What follows belongs to an exercise in optimizing a design on an open flow for small area; a production flow would make more cautious choices.
Only simulation tests tie the RTL to the original design; equivalence was not proved.
Power and IR drop assume default switching activity.

==> flow/design.v <==
module i2c_module(
	input clk,
	input reset_n,
	output sda_oe,
	input  sda_in,
	output sda,
	output scl,
	input  data_bit,         
	output [1:0] pos_byte,   
	output [2:0] pos_bit,    
	input  last,             
	output inc,              
	output ready
);
localparam SP_I = 4'd0;
localparam SP_A = 4'd1;
localparam SP_S = 4'd2;
localparam SP_D = 4'd3;
reg [8:0] p;
reg [1:0] byte_r;
reg [3:0] slot;
reg ack;
wire ev     = &p;                        
wire ev_ack = p[8] & ~p[7] & (&p[6:0]);  
wire ev_rdy = p[8] & ~p[7] & (p[6:0] == 7'd1);  
wire special = (byte_r == 2'd3);
wire is_k = slot[3] & ~slot[0];
wire is_g = slot[3] & slot[0];
wire lastbyte = (byte_r == 2'd2);
assign inc = ev & is_g & lastbyte & ack & ~special;
assign pos_byte = byte_r;
assign pos_bit = slot[2:0];
assign ready = special & (slot == SP_D);
always @(posedge clk) begin
	if (!reset_n)
		p <= 9'd0;
	else
		p <= p + 9'd1;
end
always @(posedge clk) begin
	if (ev_ack && is_k)
		ack <= ~sda_in;
end
always @(posedge clk) begin
	if (!reset_n) begin
		byte_r <= 2'd3;
		slot <= SP_A;
	end else if (special) begin
		if (slot == SP_I) begin
			if (ev_rdy && last)
				slot <= SP_D;
			else if (ev)
				slot <= SP_A;
		end else if (ev) begin
			if (slot == SP_A)
				slot <= SP_S;
			else if (slot == SP_S) begin
				byte_r <= 2'd0;
				slot <= 4'd0;
			end
		end
	end else if (ev) begin
		if (is_g) begin
			if (ack && !lastbyte) begin
				byte_r <= byte_r + 2'd1;
				slot <= 4'd0;
			end else begin
				byte_r <= 2'd3;
				slot <= SP_I;
			end
		end else
			slot <= slot + 4'd1;
	end
end
wire cd = p[8] ^ p[7];
wire q3 = p[8] & p[7];
assign sda_oe = ~(is_k & ~special);
assign sda = special ? (slot != SP_S) :
             is_g ? 1'b0 :
             (byte_r == 2'd0) ? (slot[2:0] == 3'd1 || slot[2:0] == 3'd6) :
             data_bit;
assign scl = special ? ~((slot == SP_S) & q3) :
             is_g ? ((q3 & (~ack | lastbyte)) | (cd & ack & lastbyte)) :
             cd;
endmodule
module camera_init (
	input clk,
	input reset_n,
	output ready,
	output wire sda_oe,
	output wire sda,
	input wire sda_in,
	output scl
);
reg [6:0] counter;    
wire [1:0] pos_byte;
wire [2:0] pos_bit;
wire inc;
wire [15:0] entry;
assign entry =
	counter == 7'd0 ? 16'h1280 :
	counter == 7'd1 ? 16'hfff0 :
	counter == 7'd2 ? 16'h1204 :
	counter == 7'd3 ? 16'h1180 :
	counter == 7'd4 ? 16'h0c00 :
	counter == 7'd5 ? 16'h3e00 :
	counter == 7'd6 ? 16'h0400 :
	counter == 7'd7 ? 16'h40d0 :
	counter == 7'd8 ? 16'h3a04 :
	counter == 7'd9 ? 16'h1418 :
	counter == 7'd10 ? 16'h4fb3 :
	counter == 7'd11 ? 16'h50b3 :
	counter == 7'd12 ? 16'h5100 :
	counter == 7'd13 ? 16'h523d :
	counter == 7'd14 ? 16'h53a7 :
	counter == 7'd15 ? 16'h54e4 :
	counter == 7'd16 ? 16'h589e :
	counter == 7'd17 ? 16'h3dc0 :
	counter == 7'd18 ? 16'h1714 :
	counter == 7'd19 ? 16'h1802 :
	counter == 7'd20 ? 16'h3280 :
	counter == 7'd21 ? 16'h1903 :
	counter == 7'd22 ? 16'h1a7b :
	counter == 7'd23 ? 16'h030a :
	counter == 7'd24 ? 16'h0f41 :
	counter == 7'd25 ? 16'h1e00 :
	counter == 7'd26 ? 16'h330b :
	counter == 7'd27 ? 16'h3c78 :
	counter == 7'd28 ? 16'h6900 :
	counter == 7'd29 ? 16'h7400 :
	counter == 7'd30 ? 16'hb084 :
	counter == 7'd31 ? 16'hb10c :
	counter == 7'd32 ? 16'hb20e :
	counter == 7'd33 ? 16'hb380 :
	counter == 7'd34 ? 16'h703a :
	counter == 7'd35 ? 16'h7135 :
	counter == 7'd36 ? 16'h7211 :
	counter == 7'd37 ? 16'h73f0 :
	counter == 7'd38 ? 16'ha202 :
	counter == 7'd39 ? 16'h7a20 :
	counter == 7'd40 ? 16'h7b10 :
	counter == 7'd41 ? 16'h7c1e :
	counter == 7'd42 ? 16'h7d35 :
	counter == 7'd43 ? 16'h7e5a :
	counter == 7'd44 ? 16'h7f69 :
	counter == 7'd45 ? 16'h8076 :
	counter == 7'd46 ? 16'h8180 :
	counter == 7'd47 ? 16'h8288 :
	counter == 7'd48 ? 16'h838f :
	counter == 7'd49 ? 16'h8496 :
	counter == 7'd50 ? 16'h85a3 :
	counter == 7'd51 ? 16'h86af :
	counter == 7'd52 ? 16'h87c4 :
	counter == 7'd53 ? 16'h88d7 :
	counter == 7'd54 ? 16'h89e8 :
	counter == 7'd55 ? 16'h0000 :
	counter == 7'd56 ? 16'h1000 :
	counter == 7'd57 ? 16'h0d40 :
	counter == 7'd58 ? 16'h1418 :
	counter == 7'd59 ? 16'ha505 :
	counter == 7'd60 ? 16'hab07 :
	counter == 7'd61 ? 16'h2495 :
	counter == 7'd62 ? 16'h2533 :
	counter == 7'd63 ? 16'h26e3 :
	counter == 7'd64 ? 16'h9f78 :
	counter == 7'd65 ? 16'ha068 :
	counter == 7'd66 ? 16'ha103 :
	counter == 7'd67 ? 16'ha6d8 :
	counter == 7'd68 ? 16'ha7d8 :
	counter == 7'd69 ? 16'ha8f0 :
	counter == 7'd70 ? 16'ha990 :
	counter == 7'd71 ? 16'haa94 :
	counter == 7'd72 ? 16'h13e5 :
	16'h0000;
wire data_bit = entry[~{pos_byte[1], pos_bit}];
wire last = counter[6] & counter[3] & counter[0];
i2c_module i2c_write_module(.clk(clk), .reset_n(reset_n), .sda_oe(sda_oe),
	.sda_in(sda_in), .sda(sda), .scl(scl), .data_bit(data_bit),
	.pos_byte(pos_byte), .pos_bit(pos_bit), .last(last), .inc(inc),
	.ready(ready));
always @(posedge clk) begin
	if (!reset_n)
		counter <= 7'd0;
	else if (inc)
		counter <= counter + 7'd1;
end
endmodule
==> flow/run.sh <==
#!/bin/bash
# synth_recipe.tcl (not shown) runs the flow's synth.tcl, then flattens the netlist and writes it again
# the make line also repeats each setting of config.mk as NAME=value (left out here)
make -C /OpenROAD-flow-scripts/flow DESIGN_CONFIG=/design/flow/config.mk WORK_HOME=/design/flow/orfs CLKGATE_MAP_FILE= SYNTH_SCRIPT=/design/flow/synth_recipe.tcl finish
==> flow/config.mk <==
export PLATFORM = sky130hd
export DESIGN_NAME = camera_init
export DESIGN_NICKNAME = camera_init
export VERILOG_FILES = /design/flow/design.v
export SDC_FILE = /design/flow/constraint.sdc
export NUM_CORES = 4
export LEC_CHECK = 0
export ABC_AREA = 1
export CAP_MARGIN = 20
export CELL_PAD_IN_SITES_DETAIL_PLACEMENT = 1
export CORE_MARGIN = 2
export CORE_UTILIZATION = 30
export SLEW_MARGIN = 20
==> flow/constraint.sdc <==
create_clock -name core_clock -period 10.0 [get_ports {clk}]
set_input_delay 2.0000 -clock core_clock [delete_from_list [all_inputs] [get_ports {clk}]]
set_output_delay 2.0000 -clock core_clock [all_outputs]
set_load 0.01 [all_outputs]
==> results.txt <==
Critical Path RT ~8.0 ns; RSZ-0062 raised after global routing no; Inst Count DP 878; nature of the critical path endpoint output port; Setup Buffers After CTS 0; share of post-route cells with drive strength above 1 3.50%; compound-cell area share of the yosys netlist 23.1%; Worst path slowest cell clkdlybuf4s50_1; Synth Flop Type dfxtp_1; Worst-Skew Late Latency between 0.2 and 0.3 ns; initial core utilization a little under a third; DIE HEIGHT between 100 and 150 um; adder-cell share of the synthesized area 5.40%; CTS Hold Bufs 0; ANT nets after route 0; CTS tree built; Synth Net Count 732; average wire per standard cell approximately 15 um; leakage a little under 2 nW; number of antenna violations at the first check in global routing 0; drt first-iter violations approximately 350; hpwl dp around 11,000 um; Hold WC Path Type reg2reg; router iterations before antenna repair 5; Post-Syn Area 3710 sq um; Final Hold Vio Count 0; FF+latch count, synth 23; post-synthesis simple-gate area fraction between 40% and 50%; Root Buffer clkbuf_16; highest clock rate approximately 0.14 GHz; Die Wd 115 um; mux cell area share after synthesis 0%; Layout fillers between 1,500 and 2,000; CP max stage delay 0.53 ns; area of the multi-input gates between 2000 and 3000 sq um; Finish-stage setup viols 0; area grow syn2layout 8.06%; # DRC 0; design area 4010 sq um; kind of critical path reg2out; most frequent CP cell nand2_1; P per Cell Area around 47 nW/um^2; EDFF count, synth 1; vias per inst 5.34; Port Buffers 6; n_diodes 0; non-filler instance count after layout approximately 900; setup TNS 0 ns; number of global-route vias before repair ~4,700; XOR/XNOR share of the synthesized area 0%; Cell variety after synth 40; IO Pins 7; total global-route track usage about a fifth; total power between 0.15 and 0.2 mW; Via Count 4,710; DP Area slightly below 4000 sq um; Overflow after GRT 0; final net count approximately 730; Worst IR Drop VDD ~0.077 mV; Worst Max-Slew Pin Slew about 0.62 ns; max-cap viol count 0; worst clock skew about 0.0032 ns; status no timing/DRC/antenna violations; Syn. warnings 2; PostCTS Resize Cnt 0; Seq/Total Area, Yosys 12.7%; asr flop ratio synth 0%; critical-path maximum fanout 6; # clock sinks 23; Avg Synthesized Cell Area around 5.2 sq um; main combinational cell family by area after synthesis simple AND/OR/NAND/NOR gates; CP Data Arrival Time 4.97 ns; relative slew slack between 50% and 60%; H-tree levels 1; period utilization between 60% and 70%; Startpoint Class flop; first-pass GRT wire length about 22,000 um; gp weighted congestion 0.974; Core Footprint between 10,000 and 15,000 sq um; most common cell after layout, fill and taps aside nor2_1; CTS max path bufs 2; Cells after Synth 713; CTS Buf Count 3; # rows 40; Final Util 33.2%; most frequent cells in the layout 137 x nor2_1, 130 x nand2_1, 119 x inv_1; register cell area after layout roughly 470 sq um; drt total wl about 13,000 um; pin count of the biggest net entering global routing 18; register clock-pin slew on the reported worst setup and hold paths around 0.06 ns; Tmin final roughly 7.0 ns; die area about 13,000 sq um; max-slew violations 0
registers in the layout (all words and copies together) (netlist names):
register	flops
i2c_write_module.p	9
counter	7
i2c_write_module.slot	4
i2c_write_module.byte_r	2
i2c_write_module.ack	1
layer usage:
layer,GRT usage (%),wire length (um)
met1,27.3,6220
met2,36.0,6380
met3,1.42,604
met4,6.18,253
met5,0,0
path summary, 6_finish.rpt:
kind | to | depth (start not counted) | slack, ns | from
hold reg to reg | i2c_write_module.p[0] | 1 | 0.49 | i2c_write_module.p[0]
setup reg to reg | counter[6] | 13 | 7.38 | i2c_write_module.p[0]
setup / recovery | sda | 28 | 3.03 | counter[0]
hold / removal | i2c_write_module.p[0] | 1 | 0.49 | i2c_write_module.p[0]
synth_stat cells, drive strengths merged (3+ instances only):
master	count	share of area, %
nor2	141	15
nand2	135	14
inv	130	13
o21ai	57	7.7
nand3	56	7.7
a21oi	51	6.9
nor3	24	3.2
dfxtp	22	12
a31oi	17	2.9
ha	16	5.4
nand4	13	2.2
nor4	11	1.9
o211ai	10	2.0
clkbuf	5	0.51
buf	4	0.84
o2111ai	3	0.71
power breakdown:
part	switching (mW)	internal, mW
Clock	0.0356	0.0546
Combinational	0.00311	0.00209
Sequential	0.000948	0.0932
Total	0.0397	0.150
worst max-delay path: cells and delay by family (launching register included):
| kind | cells | cell delay, ns |
|---|---|---|
| compound gates | 11 | 1.97 |
| simple gates | 13 | 1.39 |
| flops | 1 | 0.38 |
| fa+ha+maj | 1 | 0.23 |
| buf+inv | 3 | 0.74 |
area by class of cell:
type / count / share of cell area [%]
tap: 168 / 5.24
clock buffer: 4 / 1.97
sequential: 23 / 11.7
inverter: 131 / 12.3
timing repair buffer: 6 / 1.50
multi-input combinational: 550 / 67.2
cell families after synthesis:
| logic type | Yosys count |
|---|---|
| AO/OA/AOI/OAI | 151 |
| adder cells (fa/ha/maj) | 16 |
| buffers and inverters | 140 |
| flip-flops | 23 |
| AND/OR/NAND/NOR | 383 |
metrics by stage:
step                hold WS (ns)  worst slack [ns]
floorplan                  0.433              4.90
global placement           0.449              3.54
detailed placement         0.505              3.48
CTS                        0.520              3.17
global route               0.529              2.72
finish                     0.495              3.03

==> re-timing with driven ports <==
No port has a modelled driver above. Below, the same layout with a new extraction and two added sets of constraints. Step 1, drivers: a clkbuf_16 drives clk and a buf_2 each remaining input, both assumed. Step 2, shift: input delay + t, output delay - t, t = (earliest + latest rising clock arrival at the registers) / 2. This alone moves slack from input paths to output paths. Slacks: ideal ports / drivers / drivers and shift; pairs: ideal ports / drivers.
t, ns: 0.291
setup slack, ns: 3.030 / 2.999 / 3.290
latest minus earliest clock arrival (ns): 0.003 / 0.003
After both steps setup and hold are still met in this run. For this run, drivers alone change the setup slack by -0.031 ns; drivers and shift together by +0.260 ns.
